Background: an optimization exercise with open tools, aiming at small area and a short achievable clock period. Do not read the settings as production practice.
Where RTL was checked, it was by simulation tests only, not by an equivalence proof against the original.
The flow treats the clock pin as an ideal source. Dropping or thinning the clock tree relies on that and would not hold on a real chip.
No activity file was given, so power comes from the tool's default toggle rates.

Setup of v6:
==> flow/design.v <==
module PacketArbiter #
 ( parameter WIDTH = 8,
   parameter DEPTH = 8,
   parameter DLOG2 = 3,
   parameter KLOG2 = 3)
 ( input   clk,
   input   reset,
   input  [WIDTH-1:0]  A_tdata,
   input   A_tvalid,
   input   A_tlast,
   output reg A_tready,
   input  [WIDTH-1:0]  B_tdata,
   input   B_tvalid,
   input   B_tlast,
   output reg B_tready,
   output reg [WIDTH-1:0]  K_tdata,
   output reg K_tvalid,
   output reg K_tlast,
   input   K_tready);
  reg [WIDTH-1:0] A_mem [0:DEPTH-1];
  reg [WIDTH-1:0] B_mem [0:DEPTH-1];
  reg [WIDTH-1:0] K_mem [0:DEPTH-1];
  reg [DLOG2-1:0] wa, wb, lenA, lenB;
  reg [DEPTH-1:0] ra, rb;    
  reg [KLOG2-1:0] kw, kr;
  reg grant;
  wire endA = (lenA != 0) && (lenA == kw);
  wire endB = (lenB != 0) && (lenB == kw);
  wire endc = grant ? endB : endA;
  wire klast = grant ? ((lenA != 0) && (lenA == kr))
                     : ((lenB != 0) && (lenB == kr));
  always @(posedge clk, posedge reset) begin
    if (reset) begin
      wa <= 0; wb <= 0; lenA <= 0; lenB <= 0;
      A_tready <= 1'b0; B_tready <= 1'b0;
    end else begin
      if (A_tvalid) begin
        A_tready <= ~A_tlast;
        wa <= A_tlast ? {DLOG2{1'b0}} : wa + 1'b1;
        if (A_tlast) lenA <= wa;
      end
      if (B_tvalid) begin
        B_tready <= ~B_tlast;
        wb <= B_tlast ? {DLOG2{1'b0}} : wb + 1'b1;
        if (B_tlast) lenB <= wb;
      end
    end
  end
  always @(posedge clk, posedge reset) begin
    if (reset) begin
      ra <= 1; rb <= 1; kw <= 0; grant <= 1'b0;
    end else begin
      if (grant) rb <= {rb[DEPTH-2:0], rb[DEPTH-1]};
      else       ra <= {ra[DEPTH-2:0], ra[DEPTH-1]};
      kw <= endc ? {KLOG2{1'b0}} : kw + 1'b1;
      grant <= grant ^ endc;
    end
  end
  always @(posedge clk, posedge reset) begin
    if (reset) begin
      kr <= 0; K_tvalid <= 1'b0; K_tlast <= 1'b0;
    end else if (K_tready) begin
      K_tvalid <= 1'b1;
      K_tlast <= klast;
      kr <= klast ? {KLOG2{1'b0}} : kr + 1'b1;
    end
  end
  wire [DEPTH-1:0] sa, sb, sk;
  genvar j;
  generate
    for (j = 0; j < DEPTH; j = j + 1) begin : g_sel
      assign sa[j] = ~grant & ra[j];
      assign sb[j] =  grant & rb[j];
      assign sk[j] = (kr == j);
    end
  endgenerate
  reg [WIDTH-1:0] crd, krd;
  integer i;
  always @* begin
    crd = {WIDTH{1'b0}};
    krd = {WIDTH{1'b0}};
    for (i = 0; i < DEPTH; i = i + 1) begin
      crd = crd | ({WIDTH{sa[i]}} & A_mem[i]) | ({WIDTH{sb[i]}} & B_mem[i]);
      krd = krd | ({WIDTH{sk[i]}} & K_mem[i]);
    end
  end
  always @(posedge clk) begin
    if (A_tvalid && !reset) A_mem[wa] <= A_tdata;
    if (B_tvalid && !reset) B_mem[wb] <= B_tdata;
    if (!reset) K_mem[kw] <= crd;
    if (K_tready) K_tdata <= krd;
  end
endmodule
clock: 4.0 ns
lec_check: 0
cap_margin: 20
core_margin: 2
core_utilization: 60
setup_slack_margin: 2.3
slew_margin: 20
standard.sh (not shown) runs the stock make flow with config.mk's settings and CLKGATE_MAP_FILE= SYNTH_SCRIPT=/design/flow/synth_recipe.tcl, a recipe that flattens the netlist after the stock synthesis.
==> flow/flow/run.sh <==
#!/bin/bash
# Standard ORFS layout, except that the clock tree is built by flow/cts_pre.tcl
# (hooked in through PRE_CTS_TCL) instead of TritonCTS. make's output goes to
# make.log here; ORFS's per-step logs stay under orfs/logs.
set -euo pipefail
here=$(pwd)
bash standard.sh "PRE_CTS_TCL=$here/flow/cts_pre.tcl" finish > make.log 2>&1
Other scripts of this flow, unchanged in this note and not shown: flow/flow/cts_pre.tcl, flow/flow/mycts.tcl
#### Input delta (v7 over v6)
-- flow/design.v --
<<< v6, line 25
  reg [KLOG2-1:0] kw, kr;
  reg grant;
  wire endA = (lenA != 0) && (lenA == kw);
  wire endB = (lenB != 0) && (lenB == kw);
>>> v7, line 25
  reg [KLOG2-1:0] kw, kr;
  reg grant;
  reg [WIDTH-1:0] cdata;
  reg [KLOG2-1:0] kwd;
  reg             kwv;
  wire endA = (lenA != 0) && (lenA == kw);
  wire endB = (lenB != 0) && (lenB == kw);
<<< v6, line 85
    end
  end
  always @(posedge clk) begin
    if (A_tvalid && !reset) A_mem[wa] <= A_tdata;
    if (B_tvalid && !reset) B_mem[wb] <= B_tdata;
    if (!reset) K_mem[kw] <= crd;
    if (K_tready) K_tdata <= krd;
  end
endmodule
>>> v7, line 88
    end
  end
  wire kbyp = kwv & (kwd == kr);
  always @(posedge clk) begin
    if (A_tvalid && !reset) A_mem[wa] <= A_tdata;
    if (B_tvalid && !reset) B_mem[wb] <= B_tdata;
    cdata <= crd;
    kwd <= kw;
    kwv <= ~reset;
    if (kwv) K_mem[kwd] <= cdata;
    if (K_tready) K_tdata <= kbyp ? cdata : krd;
  end
endmodule
### Flow results
v7 against v6: biggest fanout along the worst timing path decreased 4, final cycle utilization of the critical path decreased 1.6 points.
Per the comparison of v7 with v6, post-detailed-placement half-perimeter wirelength now larger, clock insertion delay at the later pin of the skew report comparable, critical path depth now larger.
In the flow results for v6 and v7, the multi-input logic portion of the cell area is smaller on v7.
Going from v6 to v7, worst hold margin went up, via count went up, setup slack went up.
v6 ran to completion and came out clean on the timing, DRC and antenna checks.
v7 completed end to end with timing, DRC and antenna clean.
v7 vs. v6: area growth from synthesis to layout now sits lower, initial core utilization saw an increase.
No run of this note included a check of the RTL's function; only the layout flow was run. No run of this note takes its clock network from TritonCTS; it comes from the design's own scripts or RTL.

========
Setup of job 4858:
PacketArbiter, a different RTL version from the one above (not shown whole).
For scale: about 580 cells after synthesis, roughly 260 flip-flops.
==> module PacketArbiter, before the edit <==
module PacketArbiter #
 ( parameter WIDTH = 8,
   parameter DEPTH = 8,
   parameter DLOG2 = 3,
   parameter KLOG2 = 3)
 ( input   clk,
   input   reset,
   input  [WIDTH-1:0]  A_tdata,
   input   A_tvalid,
   input   A_tlast,
   output reg A_tready,
   input  [WIDTH-1:0]  B_tdata,
   input   B_tvalid,
   input   B_tlast,
   output reg B_tready,
   output reg [WIDTH-1:0]  K_tdata,
   output reg K_tvalid,
   output reg K_tlast,
   input   K_tready);
  function [2:0] inc3(input [2:0] v);
    inc3 = {v[2] ^ (v[1] & v[0]), v[1] ^ v[0], ~v[0]};
  endfunction
  reg [WIDTH-1:0] A_mem [0:DEPTH-1];
  reg [WIDTH-1:0] B_mem [0:DEPTH-1];
  reg [WIDTH-1:0] K_mem [0:DEPTH-1];
  reg [2:0] wa, wb, lenA, lenB, kw;
  reg [DEPTH-1:0] ra, rb, kr;    
  reg grant;
  reg [WIDTH-1:0] cdata;
  reg [DEPTH-1:0] kwe;
  wire endA = (lenA != 0) && (lenA == kw);
  wire endB = (lenB != 0) && (lenB == kw);
  wire endc = grant ? endB : endA;
  wire [DEPTH-1:0] krn = {kr[DEPTH-1:1], 1'b0};
  wire klast = grant ? krn[lenA] : krn[lenB];
  always @(posedge clk, posedge reset) begin
    if (reset) begin
      wa <= 0; wb <= 0; lenA <= 0; lenB <= 0;
      A_tready <= 1'b0; B_tready <= 1'b0;
    end else begin
      if (A_tvalid) begin
        A_tready <= ~A_tlast;
        wa <= A_tlast ? 3'd0 : inc3(wa);
        if (A_tlast) lenA <= wa;
      end
      if (B_tvalid) begin
        B_tready <= ~B_tlast;
        wb <= B_tlast ? 3'd0 : inc3(wb);
        if (B_tlast) lenB <= wb;
      end
    end
  end
  always @(posedge clk, posedge reset) begin
    if (reset) begin
      ra <= 1; rb <= 1; kw <= 0; grant <= 1'b0;
    end else begin
      if (grant) rb <= {rb[DEPTH-2:0], rb[DEPTH-1]};
      else       ra <= {ra[DEPTH-2:0], ra[DEPTH-1]};
      kw <= endc ? 3'd0 : inc3(kw);
      grant <= grant ^ endc;
    end
  end
  always @(posedge clk, posedge reset) begin
    if (reset) begin
      kr <= 1; K_tvalid <= 1'b0; K_tlast <= 1'b0;
    end else if (K_tready) begin
      K_tvalid <= 1'b1;
      K_tlast <= klast;
      kr <= klast ? {{(DEPTH-1){1'b0}}, 1'b1} : {kr[DEPTH-2:0], kr[DEPTH-1]};
    end
  end
  reg [WIDTH-1:0] crd, krd;
  integer i;
  always @* begin
    crd = {WIDTH{1'b0}};
    krd = {WIDTH{1'b0}};
    for (i = 0; i < DEPTH; i = i + 1) begin
      crd = crd | ({WIDTH{~grant & ra[i]}} & A_mem[i])
                | ({WIDTH{ grant & rb[i]}} & B_mem[i]);
      krd = krd | ({WIDTH{kr[i]}} & K_mem[i]);
    end
  end
  wire kbyp = |(kwe & kr);
  always @(posedge clk) begin
    if (A_tvalid && !reset) A_mem[wa] <= A_tdata;
    if (B_tvalid && !reset) B_mem[wb] <= B_tdata;
    cdata <= crd;
    for (i = 0; i < DEPTH; i = i + 1) begin
      kwe[i] <= !reset && kw == i;
      if (kwe[i]) K_mem[i] <= cdata;
    end
    if (K_tready) K_tdata <= kbyp ? cdata : krd;
  end
endmodule
==> flow/config.mk <==
export PLATFORM = sky130hd
export DESIGN_NAME = PacketArbiter
export DESIGN_NICKNAME = PacketArbiter
export VERILOG_FILES = /design/flow/design.v
export SDC_FILE = /design/flow/constraint.sdc
export NUM_CORES = 4
export LEC_CHECK = 0
export CAP_MARGIN = 20
export CORE_MARGIN = 2
export CORE_UTILIZATION = 60
export SETUP_SLACK_MARGIN = 2.3
export SLEW_MARGIN = 20
==> flow/constraint.sdc <==
create_clock -name core_clock -period 4.0 [get_ports {clk}]
set_input_delay 0.8000 -clock core_clock [delete_from_list [all_inputs] [get_ports {clk}]]
set_output_delay 0.8000 -clock core_clock [all_outputs]
set_load 0.01 [all_outputs]
==> flow/flow/run.sh <==
#!/bin/bash
# Standard ORFS layout, except that:
# - the clock tree is built by flow/cts_pre.tcl (hooked in through PRE_CTS_TCL)
#   instead of TritonCTS;
# - a few slow cells are added to the platform's don't-use list, so that
#   synthesis maps their logic to other gates (registers are unaffected).
# make's output goes to make.log here; ORFS's per-step logs stay under orfs/logs.
set -euo pipefail
here=$(pwd)
platform_dont_use=$(awk '/^export DONT_USE_CELLS \+= /{on=1} on{print; if ($0 !~ /\\$/) exit}' \
  "$FLOW_HOME/platforms/sky130hd/config.mk" | grep -o 'sky130_fd_sc_hd__[A-Za-z0-9_]*' | tr '\n' ' ')
extra=$(cat "$here/flow/dont_use.txt" | tr -s ' \n' ' ')
bash standard.sh "PRE_CTS_TCL=$here/flow/cts_pre.tcl" "DONT_USE_CELLS=$platform_dont_use $extra" finish > make.log 2>&1
Other scripts of this flow, unchanged in this note and not shown: flow/flow/cts_pre.tcl, flow/flow/dont_use.txt, flow/flow/mycts.tcl
Job 4858: PASS, flow complete, no timing, DRC or antenna violations
Relative to job 4858, the following input files were edited for job 5452:
--- a/flow/design.v
+++ b/flow/design.v
@@ -20,11 +20,16 @@
   function [2:0] inc3(input [2:0] v);
     inc3 = {v[2] ^ (v[1] & v[0]), v[1] ^ v[0], ~v[0]};
   endfunction
+  function [7:0] jdec(input [3:0] j);
+    jdec = { j[3] & ~j[2], j[2] & ~j[1], j[1] & ~j[0], j[3] &  j[0],
+             j[2] & ~j[3], j[1] & ~j[2], j[0] & ~j[1], ~j[3] & ~j[0]};
+  endfunction
   reg [WIDTH-1:0] A_mem [0:DEPTH-1];
   reg [WIDTH-1:0] B_mem [0:DEPTH-1];
   reg [WIDTH-1:0] K_mem [0:DEPTH-1];
   reg [2:0] wa, wb, lenA, lenB, kw;
-  reg [DEPTH-1:0] ra, rb, kr;    
+  reg [3:0] ra, rb;              
+  reg [DEPTH-1:0] kr;            
   reg grant;
   reg [WIDTH-1:0] cdata;
   reg [DEPTH-1:0] kwe;
@@ -52,10 +57,10 @@
   end
   always @(posedge clk, posedge reset) begin
     if (reset) begin
-      ra <= 1; rb <= 1; kw <= 0; grant <= 1'b0;
+      ra <= 0; rb <= 0; kw <= 0; grant <= 1'b0;
     end else begin
-      if (grant) rb <= {rb[DEPTH-2:0], rb[DEPTH-1]};
-      else       ra <= {ra[DEPTH-2:0], ra[DEPTH-1]};
+      if (grant) rb <= {rb[2:0], ~rb[3]};
+      else       ra <= {ra[2:0], ~ra[3]};
       kw <= endc ? 3'd0 : inc3(kw);
       grant <= grant ^ endc;
     end
@@ -69,14 +74,16 @@
       kr <= klast ? {{(DEPTH-1){1'b0}}, 1'b1} : {kr[DEPTH-2:0], kr[DEPTH-1]};
     end
   end
+  wire [DEPTH-1:0] sa = jdec(ra);
+  wire [DEPTH-1:0] sb = jdec(rb);
   reg [WIDTH-1:0] crd, krd;
   integer i;
   always @* begin
     crd = {WIDTH{1'b0}};
     krd = {WIDTH{1'b0}};
     for (i = 0; i < DEPTH; i = i + 1) begin
-      crd = crd | ({WIDTH{~grant & ra[i]}} & A_mem[i])
-                | ({WIDTH{ grant & rb[i]}} & B_mem[i]);
+      crd = crd | ({WIDTH{~grant & sa[i]}} & A_mem[i])
+                | ({WIDTH{ grant & sb[i]}} & B_mem[i]);
       krd = krd | ({WIDTH{kr[i]}} & K_mem[i]);
     end
   end
## What came out
Job 5452: all stages complete, timing, DRC and antenna checks passed. Final area delta for job 5452 relative to job 4858: 2.4% higher. Cmp job 5452 vs job 4858: synthesized-area fraction occupied by ao, oa, aoi and oai cells higher in job 5452. Job 5452 vs job 4858: final clock period utilization by the worst path up. Sequential share of layout area in job 5452 is 3.2 points lower than in job 4858. Comparing upper clock frequency limit for job 5452 and job 4858, the smaller number came from job 5452. Job 5452 vs. job 4858: die area went up by 52 sq um. The worst setup slack in job 5452 sits 0.10 ns below the value recorded for job 4858. Routed wire length, job 5452 vs job 4858: up by more than 10%. Changes observed in job 5452 relative to job 4858: total power draw higher; number of detailed-route iterations in the first pass stayed essentially flat. Of job 5452 and job 4858, the run reporting the higher area used by multi-input combinational logic was job 5452.
Function not checked in job 5452: the RTL went through the layout flow alone. In every run of this note, the design's own scripts or RTL, not TritonCTS, make the clock network.

==> re-timing with driven ports <==
Ports are ideal in the flow. The routed layouts listed here were re-timed in OpenROAD. Step 1 sets driving cells, clkbuf_16 on the clock port and buf_2 on the other inputs (assumed; they add their load-dependent delay and slew). Step 2 times the ports against the registers' clock, not the clock port: input delays grow and output delays shrink by t, the midpoint of the rising clock arrivals with the driver on. Three values: no drivers, after step 1, after step 2; two values: the first two.
run	shift t [ns]	setup slack, ns	hold slack, ns	latest minus earliest clock arrival (ns)	cell pins on the clock port's net
v6	0.386	2.028 / 2.028 / 1.988	0.470 / 0.470 / 0.470	0.020 / 0.020	4
v7	0.389	2.091 / 2.091 / 2.014	0.480 / 0.480 / 0.480	0.020 / 0.020	4
job 4858	0.384	2.238 / 2.235 / 1.994	0.473 / 0.473 / 0.473	0.038 / 0.038	4
job 5452	0.389	2.137 / 2.137 / 1.937	0.487 / 0.487 / 0.487	0.032 / 0.032	4
After both steps every run listed still meets setup and hold. The setup slack of job 4858, which loses most, moves by -0.003 ns with the drivers and by -0.244 ns with both steps.
